Context: an optimization exercise on an open-source flow, tuned for small area and a short achievable clock period. The choices shown serve that exercise and are no tape-out recipe. Where RTL was checked, it was by simulation tests only, not by an equivalence proof against the original. Power is estimated from default activity; no workload was simulated.

// multiplier_logic
module multiplier_logic (
    input  wire        clk,
    input  wire        rst_n,
    input  wire [15:0] a,
    input  wire [15:0] b,
    output reg  [31:0] y
);
  reg r1_a0;
  reg r1_a1;
  reg r1_a2;
  reg r1_a3;
  reg r1_a4;
  reg r1_a5;
  reg r1_a6;
  reg r1_a7;
  reg r1_a8;
  reg r1_a9;
  reg r1_a10;
  reg r1_a11;
  reg r1_a12;
  reg r1_a13;
  reg r1_a14;
  reg r1_a15;
  reg r1_b15;
  reg r1_one1;
  reg r1_two2;
  reg r1_neg3;
  reg r1_one4;
  reg r1_two5;
  reg r1_neg6;
  reg r1_one7;
  reg r1_two8;
  reg r1_neg9;
  reg r1_one10;
  reg r1_two11;
  reg r1_neg12;
  reg r1_one13;
  reg r1_two14;
  reg r1_neg15;
  reg r1_one16;
  reg r1_two17;
  reg r1_neg18;
  reg r1_one19;
  reg r1_two20;
  reg r1_neg21;
  reg r1_one22;
  reg r1_two23;
  reg r1_neg24;
  reg r2_s193;
  reg r2_s195;
  reg r2_s199;
  reg r2_c200;
  reg r2_s201;
  reg r2_p63;
  reg r2_s203;
  reg r2_c202;
  reg r2_c204;
  reg r2_s205;
  reg r2_s207;
  reg r2_s209;
  reg r2_c210;
  reg r2_s213;
  reg r2_c214;
  reg r2_s219;
  reg r2_c218;
  reg r2_s221;
  reg r2_c220;
  reg r2_s223;
  reg r2_s227;
  ...
==> flow/config.mk <==
export PLATFORM = sky130hd
export DESIGN_NAME = multiplier_logic
export DESIGN_NICKNAME = multiplier_logic
export VERILOG_FILES = /design/flow/design.v
export SDC_FILE = /design/flow/constraint.sdc
export NUM_CORES = 4
export LEC_CHECK = 0
export CAP_MARGIN = 20
export CORE_MARGIN = 2
export CORE_UTILIZATION = 40
export SETUP_SLACK_MARGIN = 2.5
export SLEW_MARGIN = 20
export SYNTH_HIERARCHICAL = 1
export SYNTH_MINIMUM_KEEP_SIZE = 0
==> flow/constraint.sdc <==
create_clock -name core_clock -period 4.5 [get_ports {clk}]
set_input_delay 0.9000 -clock core_clock [delete_from_list [all_inputs] [get_ports {clk}]]
set_output_delay 0.9000 -clock core_clock [all_outputs]
set_load 0.01 [all_outputs]
run.sh (not shown) runs the stock make flow with config.mk's settings and CLKGATE_MAP_FILE= SYNTH_SCRIPT=/design/flow/synth_recipe.tcl, a recipe that flattens the netlist after the stock synthesis.
==> next run, changes <==
--- a/flow/design.v
+++ b/flow/design.v
@@ -667,20 +667,20 @@
   wire c468 = r3_c406 & r3_c408;
   wire s469 = r3_c416 ^ r3_c418;
   wire c470 = r3_c416 & r3_c418;
   wire s471 = r3_c424 ^ r3_c426;
   wire c472 = r3_c424 & r3_c426;
   wire [31:0] ra = {r3_c444, r3_s443, r3_c440, r3_s439, r3_c436, r3_s435, r3_s431, r3_s427, r3_s425, r3_s421, r3_s417, r3_s411, r3_s407, c464, r3_s397, r3_s393, c460, c458, c456, c454, c452, c450, c448, c446, r3_r2_s213, r3_c366, r3_s365, r3_s361, r3_s357, r3_r2_s199, r3_r2_s195, r3_r2_s193};
   wire [31:0] rb = {r3_r2_s355, 1'b0, r3_s441, 1'b0, r3_s437, 1'b0, c472, s471, c470, s469, c468, s467, c466, s465, s463, c462, s461, s459, s457, s455, s453, s451, s449, s447, s445, r3_s367, 1'b0, 1'b0, 1'b0, 1'b0, 1'b0, 1'b0};
-  wire [22:0] plo = ra[21:0] + rb[21:0];
-  reg [22:0] r4_plo;
-  reg [9:0] r4_ha, r4_hb;
-  always @(posedge clk) begin r4_plo <= plo; r4_ha <= ra[31:22]; r4_hb <= rb[31:22]; end
-  wire [9:0] phi = r4_ha + r4_hb + r4_plo[22];
-  wire [31:0] prod = {phi, r4_plo[21:0]};
+  wire [16:0] plo = ra[15:0] + rb[15:0];
+  reg [16:0] r4_plo;
+  reg [15:0] r4_ha, r4_hb;
+  always @(posedge clk) begin r4_plo <= plo; r4_ha <= ra[31:16]; r4_hb <= rb[31:16]; end
+  wire [15:0] phi = r4_ha + r4_hb + r4_plo[16];
+  wire [31:0] prod = {phi, r4_plo[15:0]};
   always @(posedge clk) begin
     r1_a0 <= a[0];
     r1_a1 <= a[1];
     r1_a2 <= a[2];
     r1_a3 <= a[3];
     r1_a4 <= a[4];
     r1_a5 <= a[5];
=>
- The new run went through all stages and came out clean
- worst setup slack is better by 0.030 ns
- clock skew fell by 0.012 ns
- routed wire length rose by 1.2%
- design area fell by 1.7%
- cell count fell by 2.1%
- total power fell by 7.1%
- first-iteration DRC count fell by 4.6%
- global-route usage rose by 0.22 points
- via count fell by 0.86%
- sequential share of layout area rose by 1.4 points
- synthesized cell count fell by 1.8%
- register-to-register slack is better by 0.03 ns
Function not checked in the first run of this note: the RTL went through the layout flow alone.

multiplier_logic, a different RTL version from the one above (not shown whole).
Size: about 66 I/O pins, roughly 0.012 mm^2 of cells after synthesis.
==> flow/design.v (excerpt) <==
module multiplier_logic (
    input  wire        clk,
    input  wire        rst_n,
    input  wire [15:0] a,
    input  wire [15:0] b,
    output reg  [31:0] y
);
export LEC_CHECK = 0
export CAP_MARGIN = 20
export CORE_MARGIN = 2
export CORE_UTILIZATION = 40
export CTS_CLUSTER_DIAMETER = 60
export CTS_CLUSTER_SIZE = 50
export PLACE_DENSITY = 0.7
export SETUP_SLACK_MARGIN = 2.5
export SLEW_MARGIN = 20
export SYNTH_HIERARCHICAL = 1
export SYNTH_MINIMUM_KEEP_SIZE = 0
create_clock -name core_clock -period 4.5 [get_ports {clk}]
standard.sh (not shown) runs the stock make flow with config.mk's settings and CLKGATE_MAP_FILE= SYNTH_SCRIPT=/design/flow/synth_recipe.tcl, a recipe that flattens the netlist after the stock synthesis.
==> flow/flow/run.sh <==
#!/bin/bash
# Layout: the standard flow (standard.sh) with two changes to how it is
# built, none to what is built or measured:
#  - the port buffers that global placement inserts are plain buf_1 cells
#    (repair_timing still resizes any that timing needs);
#  - clock tree synthesis runs with the settings of config.mk
#    (CTS_CLUSTER_SIZE 50, CTS_CLUSTER_DIAMETER 60) but inserts no dummy
#    load cells.
# All tool output goes to standard_flow.log here; ORFS's per-step logs stay
# under orfs/logs/.
set -euo pipefail
export BUFFER_PORTS_ARGS="-buffer_cell sky130_fd_sc_hd__buf_1"
export CTS_ARGS="-sink_clustering_enable -repair_clock_nets -sink_clustering_size 50 -sink_clustering_max_diameter 60 -dont_use_dummy_load"
bash standard.sh > standard_flow.log 2>&1
Edit:
--- a/flow/design.v
+++ b/flow/design.v
@@ -665,25 +665,25 @@
   wire c466 = r3_c398 & r3_s401;
   wire s467 = r3_c406 ^ r3_c408;
   wire c468 = r3_c406 & r3_c408;
   wire s469 = r3_c416 ^ r3_c418;
   wire c470 = r3_c416 & r3_c418;
   wire s471 = r3_c424 ^ r3_c426;
   wire c472 = r3_c424 & r3_c426;
   wire [31:0] ra = {r3_c444, r3_s443, r3_c440, r3_s439, r3_c436, r3_s435, r3_s431, r3_s427, r3_s425, r3_s421, r3_s417, r3_s411, r3_s407, c464, r3_s397, r3_s393, c460, c458, c456, c454, c452, c450, c448, c446, r3_r2_s213, r3_c366, r3_s365, r3_s361, r3_s357, r3_r2_s199, r3_r2_s195, r3_r2_s193};
   wire [31:0] rb = {r3_r2_s355, 1'b0, r3_s441, 1'b0, r3_s437, 1'b0, c472, s471, c470, s469, c468, s467, c466, s465, s463, c462, s461, s459, s457, s455, s453, s451, s449, s447, s445, r3_s367, 1'b0, 1'b0, 1'b0, 1'b0, 1'b0, 1'b0};
-  wire [20:0] plo = ra[19:0] + rb[19:0];
-  reg [20:0] r4_plo;
-  reg [11:0] r4_ha, r4_hb;
-  always @(posedge clk) begin r4_plo <= plo; r4_ha <= ra[31:20]; r4_hb <= rb[31:20]; end
-  wire [12:0] phs = {r4_ha, r4_plo[20]} + {r4_hb, r4_plo[20]};
-  wire [11:0] phi = phs[12:1];
-  wire [31:0] prod = {phi, r4_plo[19:0]};
+  wire [24:0] plo = ra[23:0] + rb[23:0];
+  reg [24:0] r4_plo;
+  reg [7:0] r4_ha, r4_hb;
+  always @(posedge clk) begin r4_plo <= plo; r4_ha <= ra[31:24]; r4_hb <= rb[31:24]; end
+  wire [8:0] phs = {r4_ha, r4_plo[24]} + {r4_hb, r4_plo[24]};
+  wire [7:0] phi = phs[8:1];
+  wire [31:0] prod = {phi, r4_plo[23:0]};
   always @(posedge clk) begin
     r1_a0 <= a[0];
     r1_a1 <= a[1];
     r1_a2 <= a[2];
     r1_a3 <= a[3];
     r1_a4 <= a[4];
     r1_a5 <= a[5];
     r1_a6 <= a[6];
     r1_a7 <= a[7];
Setup slack got worse by 0.12 ns.
Sequential power is about the same.
Critical path depth went up by 1.
Clock power rose by a few percent.
Final area climbs slightly.
Power went up by a few percent.
Routed wire length rises slightly.
Maximum frequency shrinks by a few percent.
Via count stays flat.
Global-route usage is higher by 0.65 points.
Function not checked in the second run of this note: the RTL went through the layout flow alone.

## before
Another version of the RTL of multiplier_logic (not shown whole).
Size in the first run: ~270 flip-flops, about 66 I/O pins, ~12000 µm² of cells after synthesis.
clock: 4.5 ns
lec_check: 0
cap_margin: 20
core_margin: 2
core_utilization: 40
setup_slack_margin: 2.5
slew_margin: 20
synth_hierarchical: 1
synth_minimum_keep_size: 0
run.sh (not shown) runs the stock make flow with config.mk's settings and CLKGATE_MAP_FILE= SYNTH_SCRIPT=/design/flow/synth_recipe.tcl, a recipe that flattens the netlist after the stock synthesis.
Stock flow here: none of the scripts above is used.
Input-level comparison between after and before:
--- a/flow/design.v
+++ b/flow/design.v
@@ -667,20 +667,20 @@
   wire c468 = r3_c406 & r3_c408;
   wire s469 = r3_c416 ^ r3_c418;
   wire c470 = r3_c416 & r3_c418;
   wire s471 = r3_c424 ^ r3_c426;
   wire c472 = r3_c424 & r3_c426;
   wire [31:0] ra = {r3_c444, r3_s443, r3_c440, r3_s439, r3_c436, r3_s435, r3_s431, r3_s427, r3_s425, r3_s421, r3_s417, r3_s411, r3_s407, c464, r3_s397, r3_s393, c460, c458, c456, c454, c452, c450, c448, c446, r3_r2_s213, r3_c366, r3_s365, r3_s361, r3_s357, r3_r2_s199, r3_r2_s195, r3_r2_s193};
   wire [31:0] rb = {r3_r2_s355, 1'b0, r3_s441, 1'b0, r3_s437, 1'b0, c472, s471, c470, s469, c468, s467, c466, s465, s463, c462, s461, s459, s457, s455, s453, s451, s449, s447, s445, r3_s367, 1'b0, 1'b0, 1'b0, 1'b0, 1'b0, 1'b0};
-  wire [20:0] plo = ra[19:0] + rb[19:0];
-  reg [20:0] r4_plo;
-  reg [11:0] r4_ha, r4_hb;
-  always @(posedge clk) begin r4_plo <= plo; r4_ha <= ra[31:20]; r4_hb <= rb[31:20]; end
-  wire [11:0] phi = r4_ha + r4_hb + r4_plo[20];
-  wire [31:0] prod = {phi, r4_plo[19:0]};
+  wire [18:0] plo = ra[17:0] + rb[17:0];
+  reg [18:0] r4_plo;
+  reg [13:0] r4_ha, r4_hb;
+  always @(posedge clk) begin r4_plo <= plo; r4_ha <= ra[31:18]; r4_hb <= rb[31:18]; end
+  wire [13:0] phi = r4_ha + r4_hb + r4_plo[18];
+  wire [31:0] prod = {phi, r4_plo[17:0]};
   always @(posedge clk) begin
     r1_a0 <= a[0];
     r1_a1 <= a[1];
     r1_a2 <= a[2];
     r1_a3 <= a[3];
     r1_a4 <= a[4];
     r1_a5 <= a[5];
--- outcome ---
For worst hold slack, before and after come out practically identical.
Of after and before, it is after that has the higher utilization.
Count of routing violations after the opening detailed-route iteration, after vs before: up by a few percent
Per the comparison of after with before, transition time at the pin with the least slew margin has decreased, sequential portion of the cell area shrank by 0.88 points, routed wire length picked up an extra 1800 µm, design area shows an increase of 3.1%, count of different cell masters after synthesis now sits lower.
Diff before -> after: area of the multi-input gates rose 2.3%, die outline area closely matched the old numbers.
The RTL of after was laid out without a check of its function.

## separate check: timing with driven ports
In the flow no input, the clock included, has a driving cell. The finished layouts below were timed again as built, in two steps. Step 1 (the two cells are an assumption about what drives the block):
set clk [get_ports {clk}]
set_driving_cell -lib_cell sky130_fd_sc_hd__clkbuf_16 $clk
set_driving_cell -lib_cell sky130_fd_sc_hd__buf_2 [delete_from_list [all_inputs] $clk]
Step 2, shift: input delay + t, output delay - t, t = (earliest + latest rising clock arrival at the registers) / 2. This alone moves slack from input paths to output paths. Three values: no drivers, after step 1, after step 2; two values: the first two.
run | t, ns | slack for setup (ns) | worst data-port slew with drivers (ns) | cell pins on the clock port's net
the first run of note 1 | 0.590 | 2.465 / 2.465 / 2.173 | 0.04 | 1
the second run of note 1 | 0.578 | 2.496 / 2.494 / 2.106 | 0.03 | 1
the first run of note 2 | 0.541 | 2.498 / 2.498 / 2.141 | 0.03 | 1
the second run of note 2 | 0.548 | 2.380 / 2.380 / 2.334 | 0.04 | 1
before | 0.589 | 2.477 / 2.477 / 2.094 | 0.04 | 1
after | 0.585 | 2.430 / 2.430 / 2.385 | 0.04 | 1
After both steps setup and hold are still met in every run listed. For the second run of note 1, which loses most, drivers alone change the setup slack by -0.002 ns; drivers and shift together by -0.390 ns.
